Source: an optimization exercise on an open RTL-to-GDS flow (aim: small area). Production flows keep margins and buffers that such runs may drop. Function was not checked in any run shown here: the RTL went through the layout flow alone. No activity file was given, so power comes from the tool's default toggle rates.

<file path="design.v">
`timescale 1ns/100ps
module stage(
  clock, reset, dataIn, rise, fall, validIn,
  wrMask, wrValue, wrEdge, wrConfig, config_data,
  arm, demux_mode, level,
  run, match);
input clock, reset;
input validIn;
input [31:0] dataIn;
input [31:0] rise;		 
input [31:0] fall;		 
input wrMask, wrValue, wrEdge, wrConfig;
input [31:0] config_data;
input arm;
input demux_mode;
input [1:0] level;
output run;
output match;
reg [31:0] maskRegister, valueRegister, edgeRegister;
reg [27:0] configRegister;
reg mv, vv, ev, cv;
reg validIn_dlyd;
reg [15:0] counter;
reg [31:0] shiftRegister;
reg match32Register;
reg run, match;
reg [1:0] state;
always @(posedge clock) begin
  if (wrMask) maskRegister <= config_data;
  if (wrValue) valueRegister <= config_data;
  if (wrEdge) edgeRegister <= config_data;
  if (wrConfig) configRegister <= config_data[27:0];
end
always @(posedge clock or posedge reset)
  if (reset) begin
    mv <= 1'b0; vv <= 1'b0; ev <= 1'b0; cv <= 1'b0;
  end else begin
    mv <= mv | wrMask;
    vv <= vv | wrValue;
    ev <= ev | wrEdge;
    cv <= cv | wrConfig;
  end
wire cfgStart = configRegister[27] & cv;
wire cfgSerial = configRegister[26] & cv;
wire [4:0] cfgChannel = configRegister[24:20] & {5{cv}};
wire [1:0] cfgLevel = configRegister[17:16] & {2{cv}};
wire [15:0] cfgDelay = configRegister[15:0] & {16{cv}};
always @(posedge clock)
  validIn_dlyd <= ~wrConfig & (validIn | validIn_dlyd);
wire [31:0] value = valueRegister & {32{vv}};
wire [31:0] edgeSel = edgeRegister & {32{~cfgSerial & ev}};
wire [31:0] testValue = cfgSerial ? shiftRegister : dataIn;
wire [31:0] eq = ~(testValue ^ value);
wire [31:0] prevOk = {32{validIn_dlyd}} & rise;
wire [31:0] bitMatch = ~maskRegister | (eq & (~edgeSel | prevOk));
wire matchL16 = ~mv | (&bitMatch[15:0]);
wire matchH16 = ~mv | (&bitMatch[31:16]);
always @(posedge clock)
  match32Register <= demux_mode ? (matchL16 | matchH16) : (matchL16 & matchH16);
wire serialChannelL16 = dataIn[{1'b0,cfgChannel[3:0]}];
wire serialChannelH16 = dataIn[{1'b1,cfgChannel[3:0]}];
wire shHold = ~validIn;
wire shTwo = validIn & demux_mode;
wire shOne = validIn & ~demux_mode;
always @(posedge clock)
  shiftRegister <= ({32{shHold}} & shiftRegister) |
                   ({32{shTwo}} & {shiftRegister[29:0], serialChannelH16, serialChannelL16}) |
                   ({32{shOne}} & {shiftRegister[30:0], (cfgChannel[4]) ? serialChannelH16 : serialChannelL16});
localparam [1:0] OFF = 2'h0, ARMED = 2'h1, MATCHED = 2'h2;
wire [15:0] borrow = {~|counter[14:0], ~|counter[13:0], ~|counter[12:0], ~|counter[11:0],
                      ~|counter[10:0], ~|counter[9:0], ~|counter[8:0], ~|counter[7:0],
                      ~|counter[6:0], ~|counter[5:0], ~|counter[4:0], ~|counter[3:0],
                      ~|counter[2:0], ~|counter[1:0], ~counter[0], 1'b1};
wire countDown = (state == MATCHED) & validIn;
always @(posedge clock)
  counter <= (state == ARMED) ? cfgDelay : counter ^ (borrow & {16{countDown}});
always @(posedge clock or posedge reset)
  if (reset) begin
    state <= OFF;
    match <= 1'b0;
    run <= 1'b0;
  end else begin
    match <= 1'b0;
    run <= 1'b0;
    case (state)
      OFF : if (arm) state <= ARMED;
      ARMED : if (match32Register && (level >= cfgLevel)) state <= MATCHED;
      MATCHED :
        if (validIn && ~|counter) begin
          run <= cfgStart;
          match <= ~cfgStart;
          state <= OFF;
        end
      default : ;
    endcase
  end
endmodule
`timescale 1ns/100ps
module core(
  clock, extReset,
  extTriggerIn,
  opcode, config_data, execute, indata, outputBusy,
  sampleReady50, outputSend, stableInput,
  memoryWrData, memoryRead, memoryWrite, memoryLastWrite,
  extTriggerOut, armLED,
  triggerLED, wrFlags, extTestMode);
input clock;
input extReset;
input [7:0] opcode;
input [31:0] config_data;
input execute;
input [31:0] indata;
input outputBusy;
input extTriggerIn;
output sampleReady50;
output outputSend;
output [31:0] stableInput;
output [31:0] memoryWrData;
output memoryRead;
output memoryWrite;
output memoryLastWrite;
output extTriggerOut;
output armLED;
output triggerLED;
output wrFlags;
output extTestMode;
reg resetCmd;
reg dec_trig;      
reg dec_long;      
reg dec_short;     
reg [3:0] dec_lo;
always @(posedge clock)
begin
  resetCmd <= execute & (opcode == 8'h00);
  dec_trig <= execute & (opcode[7:4] == 4'hC);
  dec_long <= execute & (opcode[7:3] == 5'b10000);
  dec_short <= execute & (opcode[7:3] == 5'b00000);
  dec_lo <= opcode[3:0];
end
wire arm_basic = dec_short & (dec_lo[2:0] == 3'd1);
wire finish_now = dec_short & (dec_lo[2:0] == 3'd5);
wire wrDivider = dec_long & (dec_lo[2:0] == 3'd0);
wire wrsize = dec_long & (dec_lo[2:0] == 3'd1);
assign wrFlags = dec_long & (dec_lo[2:0] == 3'd2);
wire wrfwd = dec_long & (dec_lo[2:0] == 3'd3);
wire wrbwd = dec_long & (dec_lo[2:0] == 3'd4);
wire [3:0] wrtrigmask, wrtrigval, wrtrigcfg, wrtrigedge;
genvar gs;
generate
  for (gs = 0; gs < 4; gs = gs + 1)
    begin : dec
      assign wrtrigmask[gs] = dec_trig & (dec_lo == 4*gs+0);
      assign wrtrigval[gs] = dec_trig & (dec_lo == 4*gs+1);
      assign wrtrigcfg[gs] = dec_trig & (dec_lo == 4*gs+2);
      assign wrtrigedge[gs] = dec_trig & (dec_lo == 4*gs+3);
    end
endgenerate
wire arm = arm_basic;
wire reset = extReset | resetCmd;
reg [3:0] reset_reg;
always @(posedge clock or posedge reset)
begin
  if (reset) reset_reg <= 4'hF;
  else reset_reg <= {reset_reg[2:0], 1'b0};
end
wire reset_core = reset_reg[3];
reg [15:0] flags_reg;
always @(posedge clock)
begin
  if (wrFlags) flags_reg <= config_data[15:0];
  if (finish_now) flags_reg[8] <= 1'b0;
end
wire demux_mode = flags_reg[0];
wire filter_mode = flags_reg[1];
wire [3:0] disabledGroups = flags_reg[5:2];
wire extClock_mode = flags_reg[6];
wire falling_edge = flags_reg[7];
wire rleEnable = flags_reg[8];
wire numberScheme = flags_reg[9];
assign extTestMode = flags_reg[10] && !numberScheme;
wire intTestMode = flags_reg[11];
wire [1:0] rle_mode = flags_reg[15:14];
wire run_basic, run;
reg sampled_extTriggerIn;
reg extTriggerOut;
always @(posedge clock)
begin
  sampled_extTriggerIn <= extTriggerIn;
  extTriggerOut <= run;
end
assign run = sampled_extTriggerIn | run_basic;
reg armLED, triggerLED;
always @(posedge clock or posedge extReset)
begin
  if (extReset) triggerLED <= 1'b0;
  else if (arm) triggerLED <= 1'b0;
  else if (run) triggerLED <= 1'b1;
end
always @(posedge clock or posedge reset)
begin
  if (reset) armLED <= 1'b0;
  else if (arm) armLED <= 1'b1;
  else if (run) armLED <= 1'b0;
end
reg sampled_intTestMode, sampled_numberScheme, dly_intTestMode;
reg [31:0] sync_indata;
reg [31:0] dly_itm180;
reg cnt_clear;
reg [7:0] cnt1;
reg [31:0] filtered;
reg [1:0] select;
reg [31:0] selectdata;
wire [31:0] cnt1w = {cnt1[3],cnt1[2],cnt1[1],cnt1[0],cnt1[7],cnt1[6],cnt1[5],cnt1[4],
                     cnt1[3],cnt1[2],cnt1[1],cnt1[0],cnt1[4],cnt1[5],cnt1[6],cnt1[7],
                     cnt1[0],cnt1[1],cnt1[2],cnt1[3],cnt1[4],cnt1[5],cnt1[6],cnt1[7],
                     cnt1};
wire [31:0] itm_indata = sampled_intTestMode ? cnt1w : sync_indata;
wire [31:0] itm_indata180 = sampled_intTestMode ? ~cnt1w : sync_indata;
wire s00 = (select == 2'b00), s01 = (select == 2'b01);
wire s10 = (select == 2'b10), s11 = (select == 2'b11);
wire s0x = ~select[1];
wire dN = s10 & sampled_numberScheme, dL = s10 & ~sampled_numberScheme;
wire T = sampled_intTestMode;
wire aLo = ~T & (s0x | dL);      
wire aHi = ~T & (s0x | dN);      
wire [31:0] cLo = {32{T}} & (({32{s00}} & cnt1w) | ({32{s01}} & ~cnt1w) | ({32{dL}} & cnt1w));
wire [31:0] cHi = {32{T}} & (({32{s00}} & cnt1w) | ({32{s01}} & ~cnt1w) | ({32{dN}} & cnt1w));
wire [31:0] next_selectdata;
assign next_selectdata[15:0] = ({16{aLo}} & sync_indata[15:0]) | cLo[15:0] |
                               ({16{dN}} & dly_itm180[31:16]) | ({16{s11}} & filtered[15:0]);
assign next_selectdata[31:16] = ({16{aHi}} & sync_indata[31:16]) | cHi[31:16] |
                                ({16{dL}} & dly_itm180[15:0]) | ({16{s11}} & filtered[31:16]);
always @(posedge clock)
begin
  sampled_intTestMode <= intTestMode;
  sampled_numberScheme <= numberScheme;
  dly_intTestMode <= sampled_intTestMode;
  sync_indata <= indata;
  dly_itm180 <= itm_indata180;
  cnt_clear <= reset_core;
  cnt1 <= cnt_clear ? 8'h00 : cnt1 + 1'b1;
  filtered <= dly_itm180 & (filtered | itm_indata | {32{~dly_intTestMode}});
  if (demux_mode) select <= 2'b10;
  else if (filter_mode) select <= 2'b11;
  else select <= {1'b0, falling_edge};
  selectdata <= next_selectdata;
end
wire [31:0] syncedInput = sampled_numberScheme ? {selectdata[15:0],selectdata[31:16]} : selectdata;
reg [31:0] stableInput;
reg stableValid;
always @(posedge clock) stableInput <= syncedInput;
always @(posedge clock or posedge reset_core)
begin
  if (reset_core) stableValid <= 1'b0;
  else stableValid <= 1'b1;
end
reg sample_valid;
reg [31:0] sample_data;
reg sampleReady50;
reg [23:0] divider;
reg [23:0] scounter;
wire scounter_zero = ~|scounter;
reg [23:0] sborrow;
integer k;
always @*
begin
  sborrow[0] = 1'b1;
  for (k = 1; k < 24; k = k + 1) sborrow[k] = sborrow[k-1] & ~scounter[k-1];
end
always @(posedge clock)
begin
  if (wrDivider) divider <= config_data[23:0];
  if (wrDivider) scounter <= config_data[23:0];
  else if (stableValid & scounter_zero) scounter <= divider;
  else scounter <= scounter ^ (sborrow & {24{stableValid}});
  sample_valid <= ~wrDivider & (extClock_mode ? stableValid : (stableValid & scounter_zero));
  if (extClock_mode | (stableValid & scounter_zero)) sample_data <= stableInput;
  if (wrDivider) sampleReady50 <= 1'b0;
  else if (scounter_zero) sampleReady50 <= 1'b1;
  else if (scounter == {1'b0, divider[23:1]}) sampleReady50 <= 1'b0;
end
reg [31:0] last_sample;
always @(posedge clock) if (sample_valid) last_sample <= sample_data;
wire [31:0] rise = sample_data & ~last_sample;
wire [31:0] fall = ~sample_data & last_sample;
reg capture;
reg [1:0] levelReg;
wire [3:0] stageRun, stageMatch;
assign run_basic = |stageRun;
generate
  for (gs = 0; gs < 4; gs = gs + 1)
    begin : st
      stage stage (
        .clock(clock), .reset(reset_core), .dataIn(sample_data),
        .rise(sample_data ^ last_sample), .fall(fall), .validIn(sample_valid),
        .wrMask(wrtrigmask[gs]), .wrValue(wrtrigval[gs]), .wrEdge(wrtrigedge[gs]),
        .wrConfig(wrtrigcfg[gs]), .config_data(config_data),
        .arm(arm_basic), .level(levelReg), .demux_mode(demux_mode),
        .run(stageRun[gs]), .match(stageMatch[gs]));
    end
endgenerate
always @(posedge clock or posedge reset_core)
begin
  if (reset_core) begin
    capture <= 1'b0;
    levelReg <= 2'b00;
  end else begin
    capture <= arm | capture;
    if (|stageMatch) levelReg <= levelReg + 1'b1;
  end
end
reg [1:0] dly_valid;
reg [31:0] dly_data1, dly_data2;
always @(posedge clock)
begin
  dly_valid <= {dly_valid[0], sample_valid};
  dly_data1 <= sample_data;
end
reg [1:0] insel0, insel1;
reg insel2;
reg [31:0] aligned_data;
reg aligned_data_valid;
always @*
begin
  insel0 = 2'h0;
  insel1 = 2'h0;
  insel2 = 1'b0;
  case (disabledGroups)
    4'b0001 : begin insel2 = 1'b1; insel1 = 2'h1; insel0 = 2'h1; end
    4'b0010 : begin insel2 = 1'b1; insel1 = 2'h1; end
    4'b0100 : begin insel2 = 1'b1; end
    4'b0011 : begin insel1 = 2'h2; insel0 = 2'h2; end
    4'b0101 : begin insel1 = 2'h2; insel0 = 2'h1; end
    4'b1001 : begin insel1 = 2'h1; insel0 = 2'h1; end
    4'b0110 : begin insel1 = 2'h2; end
    4'b1010 : begin insel1 = 2'h1; end
    4'b0111 : insel0 = 2'h3;
    4'b1011 : insel0 = 2'h2;
    4'b1101 : insel0 = 2'h1;
    default : ;
  endcase
end
always @(posedge clock)
begin
  aligned_data_valid <= dly_valid[1] & capture;
  aligned_data <= dly_data2;
  dly_data2[31:24] <= dly_data1[31:24];
  dly_data2[23:16] <= insel2 ? dly_data1[31:24] : dly_data1[23:16];
  case (insel1)
    2'h1 : dly_data2[15:8] <= dly_data1[23:16];
    2'h2 : dly_data2[15:8] <= dly_data1[31:24];
    default : dly_data2[15:8] <= dly_data1[15:8];
  endcase
  case (insel0)
    2'h1 : dly_data2[7:0] <= dly_data1[15:8];
    2'h2 : dly_data2[7:0] <= dly_data1[23:16];
    2'h3 : dly_data2[7:0] <= dly_data1[31:24];
    default : dly_data2[7:0] <= dly_data1[7:0];
  endcase
end
reg [1:0] rmode;
reg [30:0] data_mask;
reg ractive, mask_flag;
reg [30:0] last_data;
reg last_valid;
reg [31:0] rle_data;
reg rle_data_valid;
reg [30:0] count;
reg [8:0] fieldcount;
reg [1:0] track;
wire count_zero = ~|count;
wire count_gt_one = track[1];
wire count_full = (count == data_mask);
wire [30:0] masked_dataIn = aligned_data[30:0] & data_mask;
wire mismatch = |(masked_dataIn ^ last_data);
wire demux_mismatch = demux_mode & (
  (rmode == 2'h1) ? (aligned_data[14:8] != aligned_data[6:0]) :
  (rmode == 2'h3) ? (aligned_data[30:16] != aligned_data[14:0]) : 1'b0);
always @(posedge clock)
begin
  rmode <= 2'h3;
  case (disabledGroups)
    4'b1110,4'b1101,4'b1011,4'b0111 : rmode <= 2'h0;
    4'b1100,4'b1010,4'b0110,4'b1001,4'b0101,4'b0011 : rmode <= 2'h1;
    4'b1000,4'b0100,4'b0010,4'b0001 : rmode <= 2'h2;
    default : ;
  endcase
  case (rmode)
    2'h0 : data_mask <= 31'h0000007F;
    2'h1 : data_mask <= demux_mode ? 31'h00007F7F : 31'h00007FFF;
    2'h2 : data_mask <= 31'h007FFFFF;
    default : data_mask <= demux_mode ? 31'h7FFF7FFF : 31'h7FFFFFFF;
  endcase
end
wire rle_emit = ractive & aligned_data_valid & last_valid &
                (~rleEnable | mismatch | demux_mismatch | count_full);
wire rle_inc = ractive & aligned_data_valid & last_valid & ~rle_emit;
wire rle_keep1 = ~(mismatch | demux_mismatch | ~rle_mode[1] | (~rle_mode[0] & fieldcount[8]));
reg [30:0] ccarry;
reg [8:0] fcarry;
integer kr;
always @*
begin
  ccarry[0] = 1'b1;
  for (kr = 1; kr < 31; kr = kr + 1) ccarry[kr] = ccarry[kr-1] & count[kr-1];
  fcarry[0] = 1'b1;
  for (kr = 1; kr < 9; kr = kr + 1) fcarry[kr] = fcarry[kr-1] & fieldcount[kr-1];
end
always @(posedge clock or posedge reset_core)
begin
  if (reset_core) begin
    ractive <= 1'b0;
    mask_flag <= 1'b0;
  end else begin
    if (rle_emit) ractive <= rleEnable;
    else ractive <= ractive | (rleEnable & arm);
    mask_flag <= mask_flag | (rleEnable & arm);
  end
end
always @(posedge clock)
begin
  if (aligned_data_valid) last_data <= masked_dataIn;
  last_valid <= ractive & (last_valid | aligned_data_valid);
  if (rle_emit) begin
    if (!count_gt_one) rle_data <= {1'b0, last_data};
    else case (rmode)
      2'h0 : rle_data <= {24'd0, 1'b1, count[6:0]};
      2'h1 : rle_data <= {16'd0, 1'b1, count[14:0]};
      2'h2 : rle_data <= {8'd0, 1'b1, count[22:0]};
      default : rle_data <= {1'b1, count};
    endcase
  end else
    rle_data <= mask_flag ? {1'b0, masked_dataIn} : aligned_data;
  rle_data_valid <= ractive ? (rle_emit | (rle_inc & count_zero)) : aligned_data_valid;
  if (!ractive) track <= 2'd0;
  else if (rle_emit) track <= {1'b0, rle_keep1};
  else if (rle_inc) track <= {|track, 1'b1};
  if (~ractive | rle_emit) count <= {30'd0, rle_emit & rle_keep1};
  else count <= count ^ (ccarry & {31{rle_inc}});
  fieldcount <= {9{~(~ractive | (rle_inc & count_zero))}} & (fieldcount ^ (fcarry & {9{rle_emit}}));
end
reg [1:0] dly_arm_reg;
reg dly_run;
always @(posedge clock or posedge reset_core)
begin
  if (reset_core) begin
    dly_arm_reg <= 2'b00;
    dly_run <= 1'b0;
  end else begin
    dly_arm_reg <= {dly_arm_reg[0], arm};
    dly_run <= run;
  end
end
wire dly_arm = dly_arm_reg[1];
reg [25:0] fwd, bwd;
reg outputSend;
reg memoryRead, memoryWrite, memoryLastWrite;
reg [27:0] ccounter;
reg [31:0] memoryWrData;
reg [2:0] state;
localparam [2:0] IDLE = 3'h0, SAMPLE = 3'h1, DELAY = 3'h2, READ = 3'h3, READWAIT = 3'h4;
wire ccounter_hit = (ccounter == {(state == READ) ? bwd : fwd, 2'b11});
always @(posedge clock) memoryWrData <= rle_data;
always @(posedge clock)
begin
  if (wrsize) begin
    fwd <= {10'd0, config_data[31:16]};
    bwd <= {10'd0, config_data[15:0]};
  end else if (wrfwd)
    fwd <= config_data[25:0];
  else if (wrbwd)
    bwd <= config_data[25:0];
end
always @(posedge clock or posedge reset_core)
begin
  if (reset_core) begin
    state <= IDLE;
    memoryWrite <= 1'b0;
    memoryLastWrite <= 1'b0;
    memoryRead <= 1'b0;
  end else begin
    memoryWrite <= 1'b0;
    memoryLastWrite <= 1'b0;
    memoryRead <= 1'b0;
    case (state)
      IDLE : begin
        memoryWrite <= 1'b1;
        if (dly_run) state <= DELAY;
        else if (dly_arm) state <= SAMPLE;
      end
      SAMPLE : begin
        memoryWrite <= rle_data_valid;
        if (dly_run) state <= DELAY;
      end
      DELAY :
        if (rle_data_valid) begin
          memoryWrite <= 1'b1;
          if (ccounter_hit) begin
            memoryLastWrite <= 1'b1;
            state <= READ;
          end
        end
      READ : begin
        memoryRead <= 1'b1;
        if (ccounter_hit) state <= IDLE;
        else state <= READWAIT;
      end
      READWAIT :
        if (!outputBusy && !outputSend) state <= READ;
      default : ;
    endcase
  end
end
wire cc_en = ((state == DELAY) & rle_data_valid) | (state == READ);
wire cc_clr = (state == IDLE) | (state == SAMPLE) | (cc_en & ccounter_hit);
reg [27:0] cccarry;
integer kc;
always @*
begin
  cccarry[0] = 1'b1;
  for (kc = 1; kc < 28; kc = kc + 1) cccarry[kc] = cccarry[kc-1] & ccounter[kc-1];
end
always @(posedge clock)
begin
  outputSend <= (state == READ);
  ccounter <= {28{~cc_clr}} & (ccounter ^ (cccarry & {28{cc_en}}));
end
endmodule
</file>
<file path="flow/run.sh">
#!/bin/bash
set -e
cat >> config.mk <<'EOF'
export CTS_ARGS = -sink_clustering_enable -repair_clock_nets -dont_use_dummy_load -buf_list sky130_fd_sc_hd__clkbuf_4 -sink_clustering_size 10 -sink_clustering_max_diameter 40
export BUFFER_PORTS_ARGS = -buffer_cell sky130_fd_sc_hd__buf_1
EOF
rm -rf scripts_local
cp -r "$FLOW_HOME/scripts" scripts_local
cp flow/abc_speed.script scripts_local/abc_speed.script
bash standard.sh SCRIPTS_DIR="$PWD/scripts_local" > standard.log 2>&1
</file>
<file path="flow/abc_speed.script">
&get -n
&st
&dch
&nf -p -R 1000 -a
&st
&syn2
&if -g -K 6
&synch2
&nf -p -R 1000 -a
&st
&dch
&nf -p -R 1000 -a
&put
topo
dnsize -c
stime -c
</file>
<file path="standard.sh">
#!/bin/bash
# synth_recipe.tcl (not shown) runs the flow's synth.tcl, then flattens the netlist and writes it again
# the make line also repeats each setting of config.mk as NAME=value (left out here)
make -C /OpenROAD-flow-scripts/flow DESIGN_CONFIG=/design/flow/config.mk WORK_HOME=/design/flow/orfs CLKGATE_MAP_FILE= SYNTH_SCRIPT=/design/flow/synth_recipe.tcl "${@:-finish}"
</file>
<file path="config.mk">
export PLATFORM = sky130hd
export DESIGN_NAME = core
export DESIGN_NICKNAME = core
export VERILOG_FILES = /design/flow/design.v
export SDC_FILE = /design/flow/constraint.sdc
export NUM_CORES = 4
export LEC_CHECK = 0
export CAP_MARGIN = 20
export CORE_MARGIN = 2
export CORE_UTILIZATION = 65
export SLEW_MARGIN = 20
export CTS_ARGS = -sink_clustering_enable -repair_clock_nets -dont_use_dummy_load -buf_list sky130_fd_sc_hd__clkbuf_4 -sink_clustering_size 10 -sink_clustering_max_diameter 40
export BUFFER_PORTS_ARGS = -buffer_cell sky130_fd_sc_hd__buf_1
</file>
<file path="constraint.sdc">
create_clock -name core_clock -period 6.0 [get_ports {clock}]
set_input_delay 1.2000 -clock core_clock [delete_from_list [all_inputs] [get_ports {clock}]]
set_output_delay 1.2000 -clock core_clock [all_outputs]
set_load 0.01 [all_outputs]
</file>
==> results_dict.tcl, run 1 <==
set metrics [dict create \
    start_util 0.6542 \
    ys_top_cells_by_area "edfxtp_1 36%, dfxtp_1 25%, nand2_1 5.4%" \
    tightest_slew_ns 1.250 \
    outcome "finished clean" \
    grt_antenna_before_repair 5 \
    fin_nets 5193 \
    cts_max_level 4 \
    final_cell_mix "768 x nand2_1, 677 x dfxtp_1, 648 x edfxtp_1" \
    drt_iter0_drc 4744 \
    wire_per_inst_um 24.09 \
    synth_top_cell_area_share 0.3640 \
    drc 0 \
    dieHeight_um 290.8 \
    power.density_nw_per_um2 269.4 \
    avgViaCountPerCell 6.210 \
    vias 38240 \
    clkLatencyLatePin_ns 1.14 \
    grt_start_max_net_pins 91 \
    cts_buffers 171 \
    hold_class "input pin to register" \
    cp-end-kind "register" \
    overflow 0 \
    reg2reg_to "ccounter[21]$_DFF_P_" \
    cp-endpoint "ccounter[21]$_DFF_P_" \
    hold_violations 0 \
    max_cap_violations 0 \
    grt_usage 0.3488 \
    synth_top_cell_by_area "edfxtp_1" \
    io_pins 151 \
    cts_tree "yes" \
    clock-sinks 1380 \
    path_clk_slew_ns 0.11 \
    period_needed_ns 4.628 \
    fin_skew_ns 0.1239 \
    synthFlopType "dfxtp_1" \
    grt_first_pass_wirelength_mm 220.9 \
    r2r_slack_ns 1.37 \
    max-slew-margin-rel 0.1635 \
    synth-seq-area-share 0.6431 \
    drt-total-wl_mm 148.4 \
    grt_pass1_vias 36310 \
    synth_edf_count 648 \
    synthToLayoutAreaGrowth_pct 7.946 \
    yosys_warnings 2 \
    leakage_uw 0.02108 \
    worstSetupStartpointType "register" \
    port_buffers 150 \
    reg2reg_depth 13 \
    netlist_area_um2 53460 \
    fmax_mhz 216.1 \
    yosysUniqueCellTypes 64 \
    fin_setup_tns_ns 0 \
    async_flop_share 0.03841 \
    antenna_left 0 \
    dpl.hpwl_mm 96.00 \
    arrival_ns 5.60 \
    syn_area_per_cell_um2 11.49 \
    cp_max_fo 28 \
    utilization 0.7062 \
    ys_seq_elements 1380 \
    gp_congestion 0.8992 \
    clockBufferDepth 3 \
    cts_root_buf "clkbuf_4" \
    postCtsSetupBuffers 0 \
    worst_ep_required_time_ns 6.97 \
    row_count 105 \
    drv_slew 0 \
    core-area_um2 81720 \
    rsz0062_at_grt "no" \
    dieWidth_um 290.8 \
    syn-instance-count 4652 \
    setup_viol 0 \
    drive_above_1_share 0.06718 \
    syn_nets 4767 \
    reg2reg_from "state[1]$_DFFE_PP0P_" \
    startpoint "state[1]$_DFFE_PP0P_" \
    final_common_cell "nand2_1" \
    die-area_um2 84560 \
    crit_type "register to register" \
    post-route-period-util 0.7714 \
    vdd_ir_drop_max_mv 0.1973 \
    dr.pass1.iters 6 \
]
-- cells in the mapped netlist, types with 13 or more instances --
master and number:
a211oi_1 18, a21o_1 13, a21oi_1 278, a22oi_1 42
a31oi_1 143, and2_0 48, and3_1 21, clkinv_1 78
dfrtp_1 49, dfxtp_1 679, edfxtp_1 648, ha_1 38
mux2_1 59, mux2i_1 180, nand2_1 772, nand2b_1 82
nand3_1 49, nand4_1 55, nor2_1 370, nor2b_1 50
nor3_1 79, nor3b_1 16, nor4_1 39, o21a_1 18
o21ai_0 320, o22ai_1 19, o31a_1 24, or2_0 27
or3_1 13, xnor2_1 60, xor2_1 232
-- stage by stage --
step | hold slack [ns] | instance area [um2] | power (uW) | instances | worst slack [ns]
global placement | 0.1926 | 56280 | 11540 | 5970 | 1.395
detailed placement | 0.1847 | 56300 | 11570 | 5971 | 1.300
CTS | 0.1113 | 57590 | 15580 | 6143 | 1.270
finish | 0.1750 | 57710 | 15550 | 6158 | 1.372
floorplan | 0.1546 | 53490 | 11120 | 4652 | -1.864
global route | 0.1500 | 57680 | 16090 | 6147 | 1.007
-- worst min path at each step --
stage	depth (start not counted)	slack (ns)	end	start
detailed placement	1	0.18	armLED$_DFFE_PP0P_	resetCmd$_DFF_P_
global placement	1	0.19	armLED$_DFFE_PP0P_	resetCmd$_DFF_P_
finish	1	0.17	sync_indata[1]$_DFF_P_	indata[1]
CTS	1	0.11	sync_indata[1]$_DFF_P_	indata[1]
floorplan	1	0.15	armLED$_DFFE_PP0P_	resetCmd$_DFF_P_
global route	1	0.15	sync_indata[28]$_DFF_P_	indata[28]
-- kinds of logic (layout without fill, tap and decap cells) --
kind of cell	Yosys count	after routing	share of synthesized area
multiplexers	249	249	0.05034
flip-flops	1380	1380	0.6431
other	2	14	0.0001405
AO/OA/AOI/OAI	963	963	0.1060
AND/OR/NAND/NOR	1645	1645	0.1374
XOR/XNOR	292	292	0.04784
buffers and inverters	79	503	0.005547
adder cells (fa/ha/maj)	42	42	0.009642
-- critical path, stage by stage (launching register included) --
cell	delay (ns)
dfrtp_1	0.49
nor2b_1	0.18
nand2_1	0.44
clkinv_1	0.61
buf_4	0.38
mux2i_1	0.25
o22ai_1	0.12
nor3_1	0.22
nand4_1	0.12
nor4_1	0.59
nand2b_1	0.22
o22ai_4	0.61
o21bai_1	0.21
a21oi_1	0.05
-- where the power goes --
group | switching, uW | internal, uW
logic | 622 | 367
clock network | 2860 | 1310
registers | 273 | 10100
-- layer usage --
metal	vias to the layer above	GRT usage	wire, um
li1	17630	-	-
met1	18380	0.4790	60000
met2	1870	0.5470	67820
met3	355	0.07074	14500
met4	2	0.1431	6031
met5	-	0	10
-- area by class of cell --
cell class / count / area (um2)
Multi-Input combinational cell: 3193 / 18940
Clock buffer: 171 / 1284
Fill cell: 6081 / 24010
Antenna cell: 12 / 30.03
Timing Repair Buffer: 254 / 1430
Sequential cell: 1380 / 34390
Inverter: 78 / 296.5
Tap cell: 1070 / 1339
-- timing repair --
item                                   4_1_cts  5_1_grt
setup endpoints to repair                    0        0
endpoints found under the hold margin        2        0
hold buffers                                 1        0
resized for setup                            0        0
==> run 2: changes to the inputs <==
==> flow/run.sh (replaced) <==
#!/bin/bash
set -e
cat >> config.mk <<'EOF'
export CTS_ARGS = -sink_clustering_enable -repair_clock_nets -dont_use_dummy_load -buf_list sky130_fd_sc_hd__clkbuf_8 -sink_clustering_size 16 -sink_clustering_max_diameter 60
export BUFFER_PORTS_ARGS = -buffer_cell sky130_fd_sc_hd__buf_1
EOF
rm -rf scripts_local
cp -r "$FLOW_HOME/scripts" scripts_local
cp flow/abc_speed.script scripts_local/abc_speed.script
bash standard.sh SCRIPTS_DIR="$PWD/scripts_local" > standard.log 2>&1
--- a/config.mk
+++ b/config.mk
@@ -9,5 +9,5 @@
 export CORE_MARGIN = 2
 export CORE_UTILIZATION = 65
 export SLEW_MARGIN = 20
-export CTS_ARGS = -sink_clustering_enable -repair_clock_nets -dont_use_dummy_load -buf_list sky130_fd_sc_hd__clkbuf_4 -sink_clustering_size 10 -sink_clustering_max_diameter 40
+export CTS_ARGS = -sink_clustering_enable -repair_clock_nets -dont_use_dummy_load -buf_list sky130_fd_sc_hd__clkbuf_8 -sink_clustering_size 16 -sink_clustering_max_diameter 60
 export BUFFER_PORTS_ARGS = -buffer_cell sky130_fd_sc_hd__buf_1
==> results_dict.tcl, run 2 <==
set metrics [dict create \
    drt_iter0_drc 4806 \
    drc 0 \
    grt_antenna_before_repair 6 \
    cts_root_buf "clkbuf_8" \
    max-slew-margin-rel 0.2207 \
    synth_xor_area_frac 0.04784 \
    grt_start_max_net_pins 91 \
    drv_slew 0 \
    p_comb_frac 0.063 \
    yosysMostFrequentCell "nand2_1" \
    syn-instance-count 4652 \
    synthTopCellsByCount "772 x nand2_1, 679 x dfxtp_1, 648 x edfxtp_1" \
    yosys_warnings 2 \
    gp_congestion 0.8992 \
    tightest_slew_ns 1.166 \
    p_sw_frac 0.2348 \
    synth_edf_count 648 \
    power.density_nw_per_um2 271.7 \
    clockBufferDepth 3 \
    arrival_ns 5.22 \
    worst_slack_ns 1.405 \
    hold_class "register to asynchronous set/reset pin" \
    drive_above_1_share 0.05452 \
    wire_per_inst_um 24.20 \
    final_common_cell "nand2_1" \
    max_cap_violations 0 \
    start_util 0.6542 \
    yosysUniqueCellTypes 64 \
    cp-end-kind "register" \
    synth_top_family_by_area "simple AND/OR/NAND/NOR gates" \
    core-area_um2 81720 \
    synth-seq-area-share 0.6431 \
    synthToLayoutAreaGrowth_pct 8.135 \
    clkPwrFrac 0.275 \
    vias 37740 \
    synth-compound-area-share 0.1060 \
    r2r_slack_ns 1.40 \
    postCtsSetupBuffers 0 \
    synth_top_cell_area_share 0.3640 \
    async_flop_share 0.03841 \
    leakage_uw 0.02102 \
    grt_pass1_vias 35770 \
    whs_ns 0.1930 \
    grt_usage 0.3449 \
    reg2reg_to "ccounter[21]$_DFF_P_" \
    reg2reg_depth 13 \
    clock-sinks 1380 \
    avgViaCountPerCell 6.207 \
    synth_fa_ha_area_frac 0.009642 \
    dp_slack_ns 1.300 \
    setup_viol 0 \
    cts_tree "yes" \
    vdd_ir_drop_max_mv 0.2901 \
    antenna_left 0 \
    period_needed_ns 4.595 \
    cts_max_level 3 \
    crit_type "register to register" \
    fin_setup_tns_ns 0 \
    fin_nets 5124 \
    ys_seq_elements 1380 \
    drt-total-wl_mm 147.1 \
    path_clk_slew_ns 0.10 \
    outcome "finished clean" \
    final_cell_mix "768 x nand2_1, 677 x dfxtp_1, 648 x edfxtp_1" \
    reg2reg_from "state[1]$_DFFE_PP0P_" \
    hold_violations 0 \
    overflow 0 \
    worstSetupStartpointType "register" \
    syn_area_per_cell_um2 11.49 \
    power_frac_seq 0.662 \
    port_buffers 150 \
    rsz0062_at_grt "no" \
    syn_nets 4767 \
    synth_top_cell_by_area "edfxtp_1" \
    cp_max_fo 28 \
    hold_buffers 0 \
    worst_ep_required_time_ns 6.63 \
    ctsResizeCount 0 \
    fin_skew_ns 0.06187 \
    ys_top_cells_by_area "edfxtp_1 36%, dfxtp_1 25%, nand2_1 5.4%" \
    dieHeight_um 290.8 \
    power.switching_uw 3687 \
    power.internal_uw 12020 \
    synth_simple_gate_area_frac 0.1374 \
    post-route-period-util 0.7659 \
    fillCellCount 6046 \
    dr.pass1.iters 6 \
    synthMuxAreaShare 0.05034 \
    grt_first_pass_wirelength_mm 219.4 \
    netlist_area_um2 53460 \
    dpl.hpwl_mm 96.00 \
    cts_buffers 103 \
    dieWidth_um 290.8 \
    row_count 105 \
    die-area_um2 84560 \
    clkLatencyLatePin_ns 0.76 \
    synthFlopType "dfxtp_1" \
    fmax_mhz 217.6 \
    io_pins 151 \
]
==> run 2: how the worst max path moves through the flow <==
stage                      startpoint               endpoint  slack (ns)  cells past startpoint
4_1_cts          state[1]$_DFFE_PP0P_   ccounter[21]$_DFF_P_        1.30                     13
3_3_place_gp     state[1]$_DFFE_PP0P_   ccounter[21]$_DFF_P_        1.40                     13
2_1_floorplan  flags_reg[0]$_DFFE_PP_  fieldcount[8]$_DFF_P_       -1.86                     11
5_1_grt          state[1]$_DFFE_PP0P_   ccounter[21]$_DFF_P_        1.07                     13
3_5_place_dp     state[1]$_DFFE_PP0P_   ccounter[21]$_DFF_P_        1.30                     13
6_report         state[1]$_DFFE_PP0P_   ccounter[21]$_DFF_P_        1.40                     13
==> run 2: metrics by stage <==
step / total power [uW] / cell area [um2] / cells / utilization
after floorplan: 11120 / 53490 / 4652 / -
after global placement: 11540 / 56280 / 5970 / 0.6887
after detailed placement: 11570 / 56300 / 5971 / 0.6890
after CTS: 15740 / 57720 / 6074 / 0.7063
after global routing: 16220 / 57810 / 6078 / 0.7074
final: 15710 / 57810 / 6080 / 0.7075
==> run 2: logic make-up after synthesis <==
group                      after synthesis
AOI/OAI and AO/OA                      963
xor gates and xnor gates               292
adders and majority gates               42
buffers and inverters                   79
DFF                                   1380
muxes                                  249
other                                    2
and+or+nand+nor                       1645
==> run 2: layout make-up <==
class,instances,area (um2),share of cell area
inverters,78,296.5,0.005129
diodes,3,7.507,0.0001299
repair buffers,253,1420,0.02456
multi-input cells,3193,18940,0.3277
well taps,1070,1339,0.02316
clock buffers,103,1418,0.02452
flip-flops and latches,1380,34390,0.5948
==> run 2: metal layers <==
| metal | track usage | part of all wire | up-vias |
|---|---|---|---|
| li1 | - | - | 17420 |
| met1 | 0.4803 | 0.40 | 18220 |
| met2 | 0.5500 | 0.46 | 1805 |
| met3 | 0.05904 | 0.097 | 290 |
| met4 | 0.1240 | 0.038 | 2 |
| met5 | 0 | 0.000088 | - |
==> run 2: worst max-delay path, cell delays in order (launching register included) <==
cell	delay, ns
dfrtp_1	0.49
nor2b_1	0.18
nand2_1	0.44
clkinv_1	0.61
buf_4	0.38
mux2i_1	0.26
o22ai_1	0.12
nor3_1	0.22
nand4_1	0.12
nor4_1	0.58
nand2b_1	0.21
o22ai_4	0.61
o21bai_1	0.21
a21oi_1	0.05
==> run 2: power groups by stage <==
stage	registers (uW)	clock network, uW	logic [uW]
2_1_floorplan	10500	0	578
3_3_place_gp	10600	0	948
3_5_place_dp	10600	0	976
4_1_cts	10400	4380	979
5_1_grt	10400	4700	1090
6_report	10400	4320	989

## what the ideal ports hide
Ports are ideal in the flow. The routed layouts listed here were re-timed in OpenROAD.
Step 1 (the two cells are an assumption about what drives the block):
set clk [get_ports {clock}]
set_driving_cell -lib_cell sky130_fd_sc_hd__clkbuf_16 $clk
set_driving_cell -lib_cell sky130_fd_sc_hd__buf_2 [delete_from_list [all_inputs] $clk]
Step 2 moves the port delays by t, midway between the first and last clock arrival at a register: inputs arrive t later, outputs are due t later. That takes back most of the time a late clock gives input paths.
a / b / c = ideal / step 1 / step 2; a / b = the first two.
run	t, ns	setup slack, ns	worst setup path after step 2	worst register clock-pin slew, ns	pins driven straight from the clock port
run 1	1.146	1.372 / 1.372 / 1.372	register to register	0.11 / 0.11	1
run 2	0.796	1.405 / 1.405 / 1.405	register to register	0.11 / 0.11	1
After both steps every run listed still meets setup and hold.
